Source: an optimization exercise on an open RTL-to-GDS flow (aim: small area). Production flows keep margins and buffers that such runs may drop.
Where RTL was checked, it was by simulation tests only, not by an equivalence proof against the original.
The clock input has no modelled driver; a real chip could not lean on it and would need a root buffer or a full tree.
Power is estimated from default activity; no workload was simulated.

red:
## enduro_video
module enduro_video(iRST_n,
                    iVGA_CLK,
                    show_cars,
                    car_user_x,
                    car2_x,
                    car2_y,
                    car3_x,
                    car3_y,
                    oBLANK_n,
                    oHS,
                    oVS,
                    b_data,
                    g_data,
                    r_data);
input iRST_n;
input iVGA_CLK;
input show_cars;
input [9:0] car_user_x;
input [9:0] car2_x;
input [9:0] car2_y;
input [9:0] car3_x;
input [9:0] car3_y;
output oBLANK_n;
output oHS;
output oVS;
output [7:0] b_data;
output [7:0] g_data;
output [7:0] r_data;
function [9:0] dec10(input [9:0] a, input bin);
  integer i;
  reg b;
  begin
    b = bin;
    for (i = 0; i < 10; i = i + 1) begin
      dec10[i] = a[i] ^ b;
      b = b & ~a[i];
    end
  end
endfunction
reg [9:0] XN;
reg [9:0] YN;
wire x_wrap = (~XN[0] & ~XN[1] & ~XN[2] & ~XN[3] & ~XN[4] & ~XN[8] & ~XN[9]);      
wire x_h0 = (~XN[0] & ~XN[1] & ~XN[2] & ~XN[3] & XN[4] & XN[5] & XN[6] & ~XN[7] & ~XN[9]);          
wire x_h01 = (~XN[0] & ~XN[1] & ~XN[2] & ~XN[3] & XN[4] & XN[5] & XN[6] & ~XN[7] & ~XN[9]) | (XN[0] & XN[1] & XN[2] & XN[3] & ~XN[4] & XN[5] & XN[6] & ~XN[7] & ~XN[9]);        
wire x_eol = (XN[0] & ~XN[1] & ~XN[2] & ~XN[3] & XN[4] & XN[5] & XN[6] & ~XN[7] & ~XN[9]);        
  ...
For scale: roughly 370 cells after synthesis, about 3200 µm² of cells after synthesis.
==> module enduro_video, before the edit <==
module enduro_video(iRST_n,
                    iVGA_CLK,
                    show_cars,
                    car_user_x,
                    car2_x,
                    car2_y,
                    car3_x,
                    car3_y,
                    oBLANK_n,
                    oHS,
                    oVS,
                    b_data,
                    g_data,
                    r_data);
input iRST_n;
input iVGA_CLK;
input show_cars;
input [9:0] car_user_x;
input [9:0] car2_x;
input [9:0] car2_y;
input [9:0] car3_x;
input [9:0] car3_y;
output oBLANK_n;
output oHS;
output oVS;
output [7:0] b_data;
output [7:0] g_data;
output [7:0] r_data;
function [9:0] dec10(input [9:0] a, input bin);
  integer i;
  reg b;
  begin
    b = bin;
    for (i = 0; i < 10; i = i + 1) begin
      dec10[i] = a[i] ^ b;
      b = b & ~a[i];
    end
  end
endfunction
reg [9:0] XN;
reg [9:0] YN;
wire x_wrap = (~XN[0] & ~XN[1] & ~XN[2] & ~XN[3] & ~XN[4] & ~XN[8] & ~XN[9]);      
wire x_h0 = (~XN[0] & ~XN[1] & ~XN[2] & ~XN[3] & XN[4] & XN[5] & XN[6] & ~XN[7] & ~XN[9]);          
wire x_h01 = (~XN[0] & ~XN[1] & ~XN[2] & ~XN[3] & XN[4] & XN[5] & XN[6] & ~XN[7] & ~XN[9]) | (XN[0] & XN[1] & XN[2] & XN[3] & ~XN[4] & XN[5] & XN[6] & ~XN[7] & ~XN[9]);        
wire x_eol = (XN[0] & ~XN[1] & ~XN[2] & ~XN[3] & XN[4] & XN[5] & XN[6] & ~XN[7] & ~XN[9]);        
wire x_hs = (~XN[3] & ~XN[4] & ~XN[5] & ~XN[6]) | (~XN[2] & ~XN[4] & ~XN[5] & ~XN[6]) | (~XN[1] & ~XN[4] & ~XN[5] & ~XN[6]) | (~XN[0] & ~XN[4] & ~XN[5] & ~XN[6]) | (XN[4] & XN[5] & XN[6]) | (XN[7]) | (XN[9]);         
wire x_blank = (~XN[8] & XN[9]) | (~XN[7] & XN[9]) | (~XN[5] & XN[7]) | (~XN[6] & XN[7]) | (~XN[1] & XN[7] & XN[8]) | (~XN[4] & XN[7] & XN[8]) | (~XN[0] & XN[7] & XN[8]) | (XN[7] & XN[8] & ~XN[9]) | (~XN[3] & XN[9]) | (~XN[2] & XN[9]) | (XN[0] & XN[1] & XN[2] & XN[3] & XN[4] & XN[5] & XN[6] & ~XN[7]);    
wire y_wrap = (~YN[2] & ~YN[3] & ~YN[9]);      
wire y_vs = (~YN[4]) | (YN[3]) | (YN[5]) | (YN[6]) | (YN[7]) | (YN[8]) | (YN[0] & ~YN[1]) | (YN[1] & YN[2]) | (~YN[0] & ~YN[2]);          
wire y_vs1 = (~YN[4]) | (~YN[1]) | (YN[2]) | (YN[3]) | (YN[5]) | (YN[6]) | (YN[7]) | (YN[8]);        
wire y_blank = (YN[8] & YN[9]) | (YN[7] & ~YN[8]) | (YN[6] & ~YN[8]) | (YN[5] & ~YN[8]);    
always @(posedge iVGA_CLK, negedge iRST_n)
  if (!iRST_n) begin
    XN <= ~10'd655;
    YN <= ~10'd491;
  end else begin
    XN <= dec10(XN, 1'b1) | {10{x_wrap}};
    YN <= dec10(YN, x_eol) | {10{x_eol & y_wrap}};
  end
reg run;
always @(posedge iVGA_CLK, negedge iRST_n)
  if (!iRST_n)
    run <= 1'b0;
  else
    run <= run | ~x_h0;
assign oHS = x_h01 ? run : x_hs;
assign oVS = x_h01 ? (run & y_vs1) : y_vs;
assign oBLANK_n = x_blank & y_blank;
reg [2:0] r5;
reg band;
wire r_step = x_eol & ~YN[0];           
wire r_wrap = r_step & r5[2];           
wire r_clr = r_wrap | (x_eol & y_wrap);
reg [2:0] rinc;
reg rc;
integer k;
always @(*) begin
  rc = r_step;
  for (k = 0; k < 3; k = k + 1) begin
    rinc[k] = r5[k] ^ rc;
    rc = rc & r5[k];
  end
end
always @(posedge iVGA_CLK) begin
  r5 <= rinc & {3{~r_clr}};
  band <= (band ^ r_wrap) & ~(x_eol & y_wrap);
end
wire [2:0] code;
enduro_color color (.XN(XN), .YN(YN[8:0]), .band(band), .show_cars(show_cars),
                    .car_user_x(car_user_x), .car2_x(car2_x), .car2_y(car2_y),
                    .car3_x(car3_x), .car3_y(car3_y), .code(code));
reg [2:0] c;
always @(posedge iVGA_CLK)
  c <= code;
wire r_hi = c[2];
wire r_lo = c[2] | (c[0] & ~c[1]);
wire g7 = c[1] & c[0];
wire g6 = c[1] | c[0];
wire g5 = c[1];
wire g4 = c[1] | (c[0] & ~c[2]);
wire g2 = c[0];
assign r_data = {r_hi, r_lo, r_hi, r_lo, r_hi, r_lo, r_hi, r_lo};
assign g_data = {g7, g6, g5, g4, g5, g2, g5, g6};
assign b_data = {g5, g4, g5, g4, g5, g4, g5, g4};
endmodule
Settings: LEC_CHECK=0, CAP_MARGIN=20, CORE_MARGIN=2, CORE_UTILIZATION=60, SLEW_MARGIN=20; clock period 15.0 ns.
standard.sh (not shown) runs the stock make flow with config.mk's settings and CLKGATE_MAP_FILE= SYNTH_SCRIPT=/design/flow/synth_recipe.tcl, a recipe that flattens the netlist after the stock synthesis.
==> flow/flow/run.sh <==
#!/bin/bash
# Own layout flow: the standard flow (standard.sh) with these changes:
#  - synthesis maps the logic with the area-oriented ABC script flow/abc.script
#    (which restructures the logic with &deepsyn for two minutes before mapping)
#    (everything else in ORFS's synthesis, and the standard flow's wrapper around it, is unchanged,
#    so the registers keep the standard synthesis's names and cell types);
#  - after synthesis, flow/pol.py removes inverters around the full adders by
#    using some adders with all their pins complemented (a full adder is
#    self-dual), then flow/remap.ys maps all the logic between the full adders
#    and the registers again with ABC (flow/abc_remap.script), half adders and
#    inverters included; flow/pol_eq.ys proves each step's netlist equivalent
#    to the synthesised one, and the flow keeps the last one so proven;
#  - the port buffers that global placement inserts are sky130_fd_sc_hd__buf_1;
#  - the clock tree is one level of two sky130_fd_sc_hd__clkbuf_8, each driving
#    half of the registers' clock pins, fed directly by the clock port
#    (flow/cts_pre.tcl, run by ORFS's CTS step before its clock_tree_synthesis
#    call, which it replaces).
# Each tool's output goes to a log file here; ORFS's own logs are under orfs/logs.
set -euo pipefail
W=$PWD
# ORFS's synth.tcl, with its abc call given our script
sed 's|^\( *\)log_cmd abc {\*}$abc_args|\1set abc_args [lreplace $abc_args 1 1 '"$W"'/flow/abc.script]\n\1log_cmd abc {*}$abc_args|' \
  "$FLOW_HOME/scripts/synth.tcl" > "$W/own_synth.tcl"
grep -q "flow/abc.script" "$W/own_synth.tcl"
sed "s|\$::env(SCRIPTS_DIR)/synth.tcl|$W/own_synth.tcl|" synth_recipe.tcl > own_synth_recipe.tcl
grep -q "own_synth.tcl" own_synth_recipe.tcl
sed "s|SYNTH_SCRIPT=[^ ]*|SYNTH_SCRIPT=$W/own_synth_recipe.tcl|" standard.sh > own_standard.sh
grep -q "own_synth_recipe.tcl" own_standard.sh
export BUFFER_PORTS_ARGS="-buffer_cell sky130_fd_sc_hd__buf_1"
export PRE_CTS_TCL="$W/flow/cts_pre.tcl"
bash own_standard.sh synth > synth.log 2>&1
RES="$W/orfs/results/$FLOW_PLATFORM/enduro_video/base"
LIB="$FLOW_HOME/platforms/$FLOW_PLATFORM/lib/sky130_fd_sc_hd__tt_025C_1v80.lib"
YOSYS=$(command -v yosys || echo "$FLOW_HOME/../tools/install/yosys/bin/yosys")
cp "$RES/1_2_yosys.v" "$W/netlist_abc.v"
# prove a netlist equivalent to the synthesised one: prove NETLIST LOG
prove() {
  sed -e "s|@LIB@|$LIB|" -e "s|@GOLD@|$W/netlist_abc.v|" -e "s|@GATE@|$1|" flow/pol_eq.ys > "$2.ys"
  "$YOSYS" -q -l "$2.log" "$2.ys" > "$2.out" 2>&1
}
use=""
if python3 "$W/flow/pol.py" "$W/netlist_abc.v" "$W/netlist_pol.v" > pol.log 2>&1; then
  if prove "$W/netlist_pol.v" pol_eq; then
    use="$W/netlist_pol.v"
    DONTUSE=$(grep -o '^abc -script .*' "$W/orfs/logs/$FLOW_PLATFORM/enduro_video/base/1_2_yosys.log" | head -1 \
              | grep -o -- '-dont_use [^ ]*' | tr '\n' ' ' || true)
    sed -e "s|@LIB@|$LIB|g" -e "s|@IN@|$W/netlist_pol.v|" -e "s|@OUT@|$W/netlist_remap.v|" \
        -e "s|@SCRIPT@|$W/flow/abc_remap.script|" -e "s|@DONTUSE@|$DONTUSE|" -e "s|@STAT@|$W/remap_stat.txt|" \
        flow/remap.ys > remap.ys
    if "$YOSYS" -q -l remap.log remap.ys > remap.out 2>&1 && prove "$W/netlist_remap.v" remap_eq; then
      a_pol=$(python3 flow/area.py "$LIB" "$W/netlist_pol.v")
      a_remap=$(python3 flow/area.py "$LIB" "$W/netlist_remap.v")
      echo "cell area: $a_pol after pol.py, $a_remap after remap.ys" >> pol.log
      if python3 -c "import sys; sys.exit(0 if $a_remap < $a_pol else 1)"; then
        use="$W/netlist_remap.v"
      fi
    fi
  fi
fi
if [[ -n "$use" ]]; then
  cp "$use" "$RES/1_2_yosys.v"
  echo "netlist used: $use" >> pol.log
else
  echo "netlist used: the synthesised one" >> pol.log
fi
bash own_standard.sh > layout.log 2>&1
Other scripts of this flow, unchanged in this note and not shown: flow/flow/abc.script, flow/flow/abc_remap.script, flow/flow/area.py, flow/flow/cts_pre.tcl, flow/flow/pol.py, flow/flow/pol_eq.ys, flow/flow/remap.ys
diff inputs: red => blue
-- flow/design.v --
<<< red, line 22
input [9:0] car3_y;
output oBLANK_n;
output oHS;
output oVS;
output [7:0] b_data;
output [7:0] g_data;
>>> blue, line 22
input [9:0] car3_y;
output oBLANK_n;
output reg oHS;
output reg oVS;
output [7:0] b_data;
output [7:0] g_data;
<<< red, line 42
wire x_wrap = (~XN[0] & ~XN[1] & ~XN[2] & ~XN[3] & ~XN[4] & ~XN[8] & ~XN[9]);      
wire x_h0 = (~XN[0] & ~XN[1] & ~XN[2] & ~XN[3] & XN[4] & XN[5] & XN[6] & ~XN[7] & ~XN[9]);          
wire x_h01 = (~XN[0] & ~XN[1] & ~XN[2] & ~XN[3] & XN[4] & XN[5] & XN[6] & ~XN[7] & ~XN[9]) | (XN[0] & XN[1] & XN[2] & XN[3] & ~XN[4] & XN[5] & XN[6] & ~XN[7] & ~XN[9]);        
wire x_eol = (XN[0] & ~XN[1] & ~XN[2] & ~XN[3] & XN[4] & XN[5] & XN[6] & ~XN[7] & ~XN[9]);        
wire x_hs = (~XN[3] & ~XN[4] & ~XN[5] & ~XN[6]) | (~XN[2] & ~XN[4] & ~XN[5] & ~XN[6]) | (~XN[1] & ~XN[4] & ~XN[5] & ~XN[6]) | (~XN[0] & ~XN[4] & ~XN[5] & ~XN[6]) | (XN[4] & XN[5] & XN[6]) | (XN[7]) | (XN[9]);         
wire x_blank = (~XN[8] & XN[9]) | (~XN[7] & XN[9]) | (~XN[5] & XN[7]) | (~XN[6] & XN[7]) | (~XN[1] & XN[7] & XN[8]) | (~XN[4] & XN[7] & XN[8]) | (~XN[0] & XN[7] & XN[8]) | (XN[7] & XN[8] & ~XN[9]) | (~XN[3] & XN[9]) | (~XN[2] & XN[9]) | (XN[0] & XN[1] & XN[2] & XN[3] & XN[4] & XN[5] & XN[6] & ~XN[7]);    
wire y_wrap = (~YN[2] & ~YN[3] & ~YN[9]);      
wire y_vs = (~YN[4]) | (YN[3]) | (YN[5]) | (YN[6]) | (YN[7]) | (YN[8]) | (YN[0] & ~YN[1]) | (YN[1] & YN[2]) | (~YN[0] & ~YN[2]);          
wire y_vs1 = (~YN[4]) | (~YN[1]) | (YN[2]) | (YN[3]) | (YN[5]) | (YN[6]) | (YN[7]) | (YN[8]);        
wire y_blank = (YN[8] & YN[9]) | (YN[7] & ~YN[8]) | (YN[6] & ~YN[8]) | (YN[5] & ~YN[8]);    
always @(posedge iVGA_CLK, negedge iRST_n)
>>> blue, line 42
wire x_wrap = (~XN[0] & ~XN[1] & ~XN[2] & ~XN[3] & ~XN[4] & ~XN[8] & ~XN[9]);      
wire x_h0 = (~XN[0] & ~XN[1] & ~XN[2] & ~XN[3] & XN[4] & XN[5] & XN[6] & ~XN[7] & ~XN[9]);          
wire x_eol = (XN[0] & ~XN[1] & ~XN[2] & ~XN[3] & XN[4] & XN[5] & XN[6] & ~XN[7] & ~XN[9]);        
wire x_hs = (~XN[4] & ~XN[5] & ~XN[6]) | (XN[4] & XN[5] & XN[6]) | (XN[7]) | (XN[9]);          
wire x_blank = (~XN[8] & XN[9]) | (~XN[7] & XN[9]) | (~XN[5] & XN[7]) | (~XN[6] & XN[7]) | (~XN[1] & XN[7] & XN[8]) | (~XN[4] & XN[7] & XN[8]) | (~XN[0] & XN[7] & XN[8]) | (XN[7] & XN[8] & ~XN[9]) | (~XN[3] & XN[9]) | (~XN[2] & XN[9]) | (XN[0] & XN[1] & XN[2] & XN[3] & XN[4] & XN[5] & XN[6] & ~XN[7]);    
wire y_wrap = (~YN[2] & ~YN[3] & ~YN[9]);      
wire y_vs = (~YN[4]) | (YN[3]) | (YN[5]) | (YN[6]) | (YN[7]) | (YN[8]) | (YN[0] & ~YN[1]) | (YN[1] & YN[2]) | (~YN[0] & ~YN[2]);          
wire y_blank = (YN[8] & YN[9]) | (YN[7] & ~YN[8]) | (YN[6] & ~YN[8]) | (YN[5] & ~YN[8]);    
always @(posedge iVGA_CLK, negedge iRST_n)
<<< red, line 58
    YN <= dec10(YN, x_eol) | {10{x_eol & y_wrap}};
  end
reg run;
always @(posedge iVGA_CLK, negedge iRST_n)
  if (!iRST_n)
    run <= 1'b0;
  else
    run <= run | ~x_h0;
assign oHS = x_h01 ? run : x_hs;
assign oVS = x_h01 ? (run & y_vs1) : y_vs;
assign oBLANK_n = x_blank & y_blank;
reg [2:0] r5;
>>> blue, line 56
    YN <= dec10(YN, x_eol) | {10{x_eol & y_wrap}};
  end
always @(posedge iVGA_CLK, negedge iRST_n)
  if (!iRST_n) begin
    oHS <= 1'b0;
    oVS <= 1'b0;
  end else begin
    oHS <= x_h0 ? oHS : x_hs;
    oVS <= x_h0 ? oVS : y_vs;
  end
assign oBLANK_n = x_blank & y_blank;
reg [2:0] r5;
==> comparison <==
blue -> red: layout overhead on the synthesized area flat. Going from red to blue, maximum number of pins on one net before global-route repair grew by a few percent. Side by side, via count of the first global-routing pass turned out lower in blue than in red. Comparing combinational power for blue and red, the smaller number came from blue. blue vs. red: number of logic stages on the critical path including buffering moved down; via count went down about 5%; starting density of the core decreased 0.48 points. The area inside the core boundary number comes out lower for blue vs red. Compared to red, the router laid down less metal wire for blue. Core utilization: blue lower than red. Comparing red with blue, the clock-pin slew reported for the worst setup and hold paths after clock tree synthesis came out essentially unchanged. Est. power | blue vs red | blue higher.
No functional check of the RTL was part of red. In every run of this note, the design's own scripts or RTL, not TritonCTS, make the clock network.

re-timing with driven ports:
The results above use ideal ports. As a check the final layouts listed here were re-extracted and re-timed, cells and wires unchanged. Step 1, drivers: a clkbuf_16 drives iVGA_CLK and a buf_2 each remaining input, both assumed. Step 2 also shifts input and output timing later by t, the mid clock arrival at the registers, as if the neighbouring blocks saw the same clock. Three values: ideal, step 1, step 2; two values: the first two.
| run | t, ns | setup WS [ns] | worst setup path after step 2 |
|---|---|---|---|
| red | 0.181 | 4.986 / 4.999 / 4.817 | input to register |
| blue | 0.189 | 4.950 / 4.967 / 4.778 | input to register |
After both steps every run listed still meets setup and hold. The setup slack of blue, which loses most, moves by +0.017 ns with the drivers and by -0.172 ns with both steps.
